This is an optimization exercise on Yosys and OpenROAD, whose aim is small area and a short achievable clock period, not a production implementation. The RTL was checked by simulation tests, not by an equivalence proof against the original design.

==> flow/design.v (outline; a module is shown in full before it is edited, if it fits) <==
// module sisaFIR: 2467 lines
// module fir_fa: 4 lines
// module fir_ha: 4 lines
module sisaFIR(
  input         clock,
  input         reset,
  input  [63:0] io_in,
  output [63:0] io_out
);
  // ...
==> flow/flow/run.sh <==
#!/bin/bash
# Standard ORFS layout (the standard.sh) with two changes to how it is made:
# timing repair aims at a setup slack of SETUP_SLACK_MARGIN ns instead of 0,
# and the port buffers are buf_2 cells, which repair may resize.
set -e
bash standard.sh SETUP_SLACK_MARGIN=7.5 BUFFER_PORTS_ARGS="-buffer_cell sky130_fd_sc_hd__buf_2" finish > standard.log 2>&1
==> flow/standard.sh <==
#!/bin/bash
# synth_recipe.tcl (not shown) runs the flow's synth.tcl, then flattens the netlist and writes it again
# the make line also repeats each setting of config.mk as NAME=value (left out here)
make -C /OpenROAD-flow-scripts/flow DESIGN_CONFIG=/design/flow/config.mk WORK_HOME=/design/flow/orfs CLKGATE_MAP_FILE= SYNTH_SCRIPT=/design/flow/synth_recipe.tcl "${@:-finish}"
==> flow/config.mk <==
export PLATFORM = sky130hd
export DESIGN_NAME = sisaFIR
export DESIGN_NICKNAME = sisaFIR
export VERILOG_FILES = /design/flow/design.v
export SDC_FILE = /design/flow/constraint.sdc
export NUM_CORES = 4
export LEC_CHECK = 0
export CAP_MARGIN = 20
export CORE_MARGIN = 2
export CORE_UTILIZATION = 65
export CTS_BUF_LIST = sky130_fd_sc_hd__clkbuf_4 sky130_fd_sc_hd__clkbuf_8
export SLEW_MARGIN = 20
export SYNTH_HIERARCHICAL = 1
export SYNTH_MINIMUM_KEEP_SIZE = 0
==> flow/constraint.sdc <==
create_clock -name core_clock -period 18.0 [get_ports {clock}]
set_input_delay 3.6000 -clock core_clock [delete_from_list [all_inputs] [get_ports {clock}]]
set_output_delay 3.6000 -clock core_clock [all_outputs]
set_load 0.01 [all_outputs]
==> flow_results.org, run 1 <==
** Outcome
- The run finished with no timing, DRC or antenna violations.

** Finish
- The layout has about 180 buffers outside the clock class.
- Inverters excl. clock :: between 100 and 150
- 1652 cells are multi-input combinational gates.
- Final core utilization :: 0.746
- Of all the cell area in the finished design, non-clock buffers hold 0.0272.
- Commonest cells after routing, fill and taps aside :: fa_1 (1036), dfxtp_1 (583), inv_1 (141)

** Placed design
- Detailed placement finished with a half-perimeter wire length of around 67000 microns.
- Port buffering added between 100 and 150 buffers.
- Post-DP Area :: 39500 sq um
- Pre-CTS setup slack :: around 6.5 ns

** Critical path
- Grouping stages by cell kind, the critical path spends the most delay in adder cells.
- On the worst path, the slowest cell contributes a delay of roughly 0.54 ns.
- Critical path depth :: 17
- In this run the critical register-to-register path is captured at t[55].
- The worst setup path is captured at a primary output.
- CP endpoint :: io_out[58]

** GRT
- M3 GR Usage :: 0.0559
- Most used routing layer :: met2
- The first global-routing pass estimated between 100000 and 150000 microns of wire.
- In the global route stage, overall resource usage came out at 0.286.

** Synth
- Parity-gate share of the synthesized area counting xor and xnor cells :: 0.0138
- Register area share after synthesis :: 0.307
- Number of synthesized flops with an enable pin :: 0

** STA
- Setup repair after global routing missed its margin :: yes

** Detailed routing
- DRC Markers :: 0

** Floorplanning
- The core region is 57800 sq um.

** Run
- Max capacitance violation total :: 0

** Clocking
- CTS saw just under 600 sinks.
==> inputs of run 2 (changes only) <==
==> flow/run.sh (new file) <==
#!/bin/bash
# synth_recipe.tcl (not shown) runs the flow's synth.tcl, then flattens the netlist and writes it again
# the make line also repeats each setting of config.mk as NAME=value (left out here)
make -C /OpenROAD-flow-scripts/flow DESIGN_CONFIG=/design/flow/config.mk WORK_HOME=/design/flow/orfs CLKGATE_MAP_FILE= SYNTH_SCRIPT=/design/flow/synth_recipe.tcl finish
removed: flow/flow/run.sh
removed: flow/standard.sh
==> run 2 against run 1 <==
First-iteration DRC count is 11% lower. Sequential cell count stayed put. Die area stayed put.
==> flow_results.org, run 2 <==
** Outcome
- Outcome :: no timing/DRC/antenna violations (unchanged)

** STA
- Minimum period implied by the final worst setup slack :: 12.41 ns (was 10.67 ns)
- The worst setup slack after layout is 5.59 ns (was 7.33 ns).
- The total count of max-transition violations in the final report is 0 (unchanged).
- Maximum clock skew at final layout :: 0.0368 ns (was 0.0414 ns)
- Transition time at the pin with the least slew margin :: 0.631 ns (was 0.559 ns)
- Max transition margin :: 0.579 (was 0.627)
- Setup repair after global routing missed its margin :: no (was yes)
- Count of final setup violators :: 0 (unchanged)
- Highest clock rate :: 80.6 MHz (was 93.7 MHz)
- The total negative slack for setup checks is 0 ns (unchanged).
- The total count of hold-check failures in the final report is 0 (unchanged).
- The share of the clock period used by the worst path after layout is 0.689 (was 0.593).

** Critical path
- The largest stage delay on the critical path is 0.74 ns (was 0.54 ns).
- The class of the most critical setup path is primary input to primary output (unchanged).
- The category of cells accounting for the largest share of critical-path delay is compound AO/OA/AOI/OAI gates (was adder cells).
- The library cell contributing the largest single delay on the critical path was clkdlybuf4s50_1 (was fa_2).
- The cell count of the worst reg-to-reg path was 22 (unchanged).
- The end point of the critical path is io_out[56] (was io_out[58]).
- Minimum setup slack among reg-to-reg paths :: 8.82 ns (was 8.87 ns)
- Reg-to-reg startpoint :: z3[48] (was z3[40])
- Maximum fanout encountered on the critical timing path :: 7 (was 6)
- The critical path capture point type is a primary output (unchanged).
- The required arrival time at the worst endpoint came to 14.40 ns (about the same).
- The kind of launch point of the worst setup path was a primary input (unchanged).
- The destination of the worst register-to-register timing path is t[63] (was t[55]).
- Data arrival time of the critical path :: 8.81 ns (was 7.07 ns)
- Critical path, cell by cell: clkdlybuf4s50_1 -> ha_1 -> fa_1 -> ha_1 -> a211oi_1 -> nand2_1 -> a31oi_1 -> a21o_1 -> nand2_1 -> a41oi_1 -> a21oi_1 -> a221oi_1 -> o21ai_0 -> xor2_1 -> clkdlybuf4s50_1 (was buf_12 -> fa_2 -> fa_2 -> ha_4 -> nand2_4 -> buf_4 -> buf_4 -> o21ai_4 -> a21oi_2 -> nand2_4 -> a41o_4 -> nand2_2 -> a21oi_4 -> buf_6 -> a31oi_2 -> xnor2_2 -> buf_2).
- The instance count on the critical path is 15 (was 17).
- The first element of the critical path is io_in[9] (was io_in[16]).
- Sum of buffers and inverters on the critical path :: 2 (was 5)

** Finish
- The area of combinational cells with multiple inputs was 25700 sq um (was 26700 sq um).
- The fraction of layout instances using a drive strength above 1 is 0.0667 (was 0.179).
- The final standard cell utilization of the core was 0.730 (was 0.746).
- Most common library cell in the layout ignoring fill and taps :: fa_1 (unchanged)
- Commonest cells after routing, fill and taps aside :: fa_1 (1041), dfxtp_1 (583), ha_1 (174) (was fa_1 (1036), dfxtp_1 (583), inv_1 (141))
- The layout net count came to 3882 (was 3932).
- FF/Latch Area :: 11700 sq um (unchanged)
- The final non-filler cell total is 3435 (was 3490).
- The area overhead of the layout relative to synthesis came to 11.1% (was 13.5%).
- Post-route cell area :: 42200 sq um (was 43100 sq um)
- The number of filler cells placed in the layout was 3729 (was 3576).

** Synth
- Netlist area before placement :: 38000 sq um (unchanged)
- The most common cell in the synthesized netlist is fa_1 (unchanged).
- Cell types occupying the most area after synthesis: fa_1 (55%), dfxtp_1 (31%), ha_1 (5.7%), inv_1 (1.4%), a21oi_1 (0.97%) (unchanged).
- Number of nets in the synthesized netlist :: 3681 (unchanged)
- The total number of yosys warnings was 7 (unchanged).
- The number of enable-type register cells in the synthesized netlist was 0 (unchanged).
- The number of flip-flops and latches in the synthesized netlist came to 583 (unchanged).
- The share of async-settable or async-resettable flops after synthesis came to 0 (unchanged).
- The sequential cell area fraction in the yosys report is 0.307 (unchanged).
- Prevailing post-synth register cell :: dfxtp_1 (unchanged)
- The number of unique standard cell types used by synthesis is 52 (unchanged).
- Post-Synthesis Mean Instance Area :: 15.8 sq um (unchanged)
- Fraction of synthesized cell area taken by the top area cell type :: 0.548 (unchanged)
- Cell type with the highest aggregate area in the netlist :: fa_1 (unchanged)
- Most frequent cells after synthesis :: fa_1 (1041), dfxtp_1 (583), ha_1 (174) (unchanged)
- The post-synthesis cell count was 2400 (unchanged).

** GRT
- Via count of the first global-routing pass :: 22800 (was 23200)
- First-pass GRT wire length :: 126000 microns (was 128000 microns)
- The maximum number of pins on one net before global-route repair came to 14 (unchanged).
- Total congestion overflow after global routing :: 0 (unchanged)
- Antenna violations before repair :: 1 (was 5)
- The aggregate global-route resource usage came to 0.284 (was 0.286).

** Clocking
- The hold buffer count at CTS came to 0 (unchanged).
- The number of H-tree levels is 3 (unchanged).
- TritonCTS clock tree :: done (unchanged)
- Clk pin slew, worst setup/hold paths :: 0.06 ns (about the same)
- Post-cts gate resize count :: 0 (was 166)
- The clock latency at the later pin of the worst-skew pair came to 0.70 ns (about the same).
- Clock Tree Buf Depth :: 3 (unchanged)
- The number of buffers created by CTS came to 94 (unchanged).
- The number of clock sinks came to 583 (unchanged).
- Post-CTS setup-driven buffer insertion count :: 0 (was 28)
- Clk root buf :: clkbuf_8 (unchanged)

** Detailed routing
- The met2 wire length is 36100 microns (was 37000 microns).
- Vias per Instance :: 5.47 (was 5.51)
- First DRT Iteration DRCs :: 803 (was 898)
- The final wirelength came to 78100 microns (was 79600 microns).
- The detailed-route DRC error count was 0 (unchanged).
- The topmost layer with routed signal wires is met4 (unchanged).
- Met3 layer wire length in the routed design :: 5260 microns (was 4540 microns)
- Number of vias after detailed routing :: 18800 (was 19200)
- Average routed wire per standard cell :: 22.7 microns (was 22.8 microns)
- Met1 WL :: 34600 microns (was 36100 microns)
- Detailed Routing Iterations Pass 1 :: 5 (was 7)
- Final ANT Viol Nets :: 0 (unchanged)

** Placed design
- Pre-CTS setup slack :: 5.52 ns (was 6.48 ns)
- The number of buffers inserted by port buffering came to 128 (unchanged).
- Weighted congestion at the end of routability-driven global placement :: 0.897 (was 0.899)
- The number of cells in the design after placement was 3270 (unchanged).
- Post-DP Area :: 40200 sq um (was 39500 sq um)
- The placed wire-length estimate is 67500 microns (was 66700 microns).

** Floorplanning
- Area of the core :: 57800 sq um (unchanged)
- Starting utilization of the core area :: 0.657 (unchanged)
- Die Area :: 60400 sq um (unchanged)
- The count of pins on the block boundary was 130 (unchanged).
- The count of standard-cell rows is 88 (unchanged).
- The vertical die dimension is 246 microns (unchanged).
- The horizontal die dimension came to 246 microns (unchanged).

** Min path
- Count of cells along the worst hold path :: 0 (unchanged)
- The path category of the worst min-delay check was register to register (unchanged).

** Run
- Max capacitance violation total :: 0 (unchanged)
[run 2: final cells by class]
class                           instances  share of cell area
Multi-Input combinational cell       1652               0.609
Sequential cell                       583               0.277
Clock buffer                          138              0.0411
Timing Repair Buffer                  129              0.0305
Tap cell                              765              0.0227
Inverter                              141              0.0125
Clock inverter                         24             0.00729
Antenna cell                            3            0.000178
[run 2: worst min path at each step]
stage / startpoint / endpoint
5_1_grt: z1[63] / z2[63]
6_report: z1[63] / z2[63]
4_1_cts: z1[63] / z2[63]
2_1_floorplan: z1[63] / z2[63]
3_3_place_gp: z5[63] / z6[63]
3_5_place_dp: z1[63] / z2[63]
[run 2: through the flow]
| stage | hold WS (ns) |
|---|---|
| 6_report | 0.328 |
| 5_1_grt | 0.335 |
| 4_1_cts | 0.326 |
| 3_5_place_dp | 0.312 |
| 3_3_place_gp | 0.312 |
| 2_1_floorplan | 0.310 |
[run 2: Yosys stat by module, one instance, submodules excluded]
| module | cells | cell area [sq um] | flip-flops and latches |
|---|---|---|---|
| fir_fa | 1 | 20.0 | 0 |
| fir_ha | 1 | 12.5 | 0 |
| sisaFIR | 1249 | 15800 | 583 |
[run 2: metal layers]
metal,global-route usage,up-vias
li1,-,8061
met4,0.0882,0
met2,0.431,488
met1,0.412,10100
met3,0.0713,131
met5,0,-
[run 2: cell families after synthesis]
family	after synthesis	share of synthesized area
compound gates	215	0.0362
flops	583	0.307
buf+inv	165	0.0164
xor+xnor	60	0.0138
fa+ha+maj	1215	0.606
simple gates	162	0.0209

what the ideal ports hide:
How much do the figures lean on ideal ports? The routed layouts below were timed once more, with nothing changed but the port constraints.
Step 1 assumes that a clkbuf_16 drives the clock port and a buf_2 every other input.
Step 2 times the ports against the registers' clock, not the clock port: input delays grow and output delays shrink by t, the midpoint of the rising clock arrivals with the driver on.
Three values: ideal, step 1, step 2; two values: the first two.
run | t (ns) | setup slack, ns | pins driven straight from the clock port
run 1 | 0.740 | 7.328 / 7.279 / 7.279 | 1
run 2 | 0.742 | 5.591 / 5.565 / 5.565 | 1
After both steps every run listed still meets setup and hold. For run 1, which loses most, drivers alone change the setup slack by -0.049 ns; drivers and shift together by -0.049 ns.
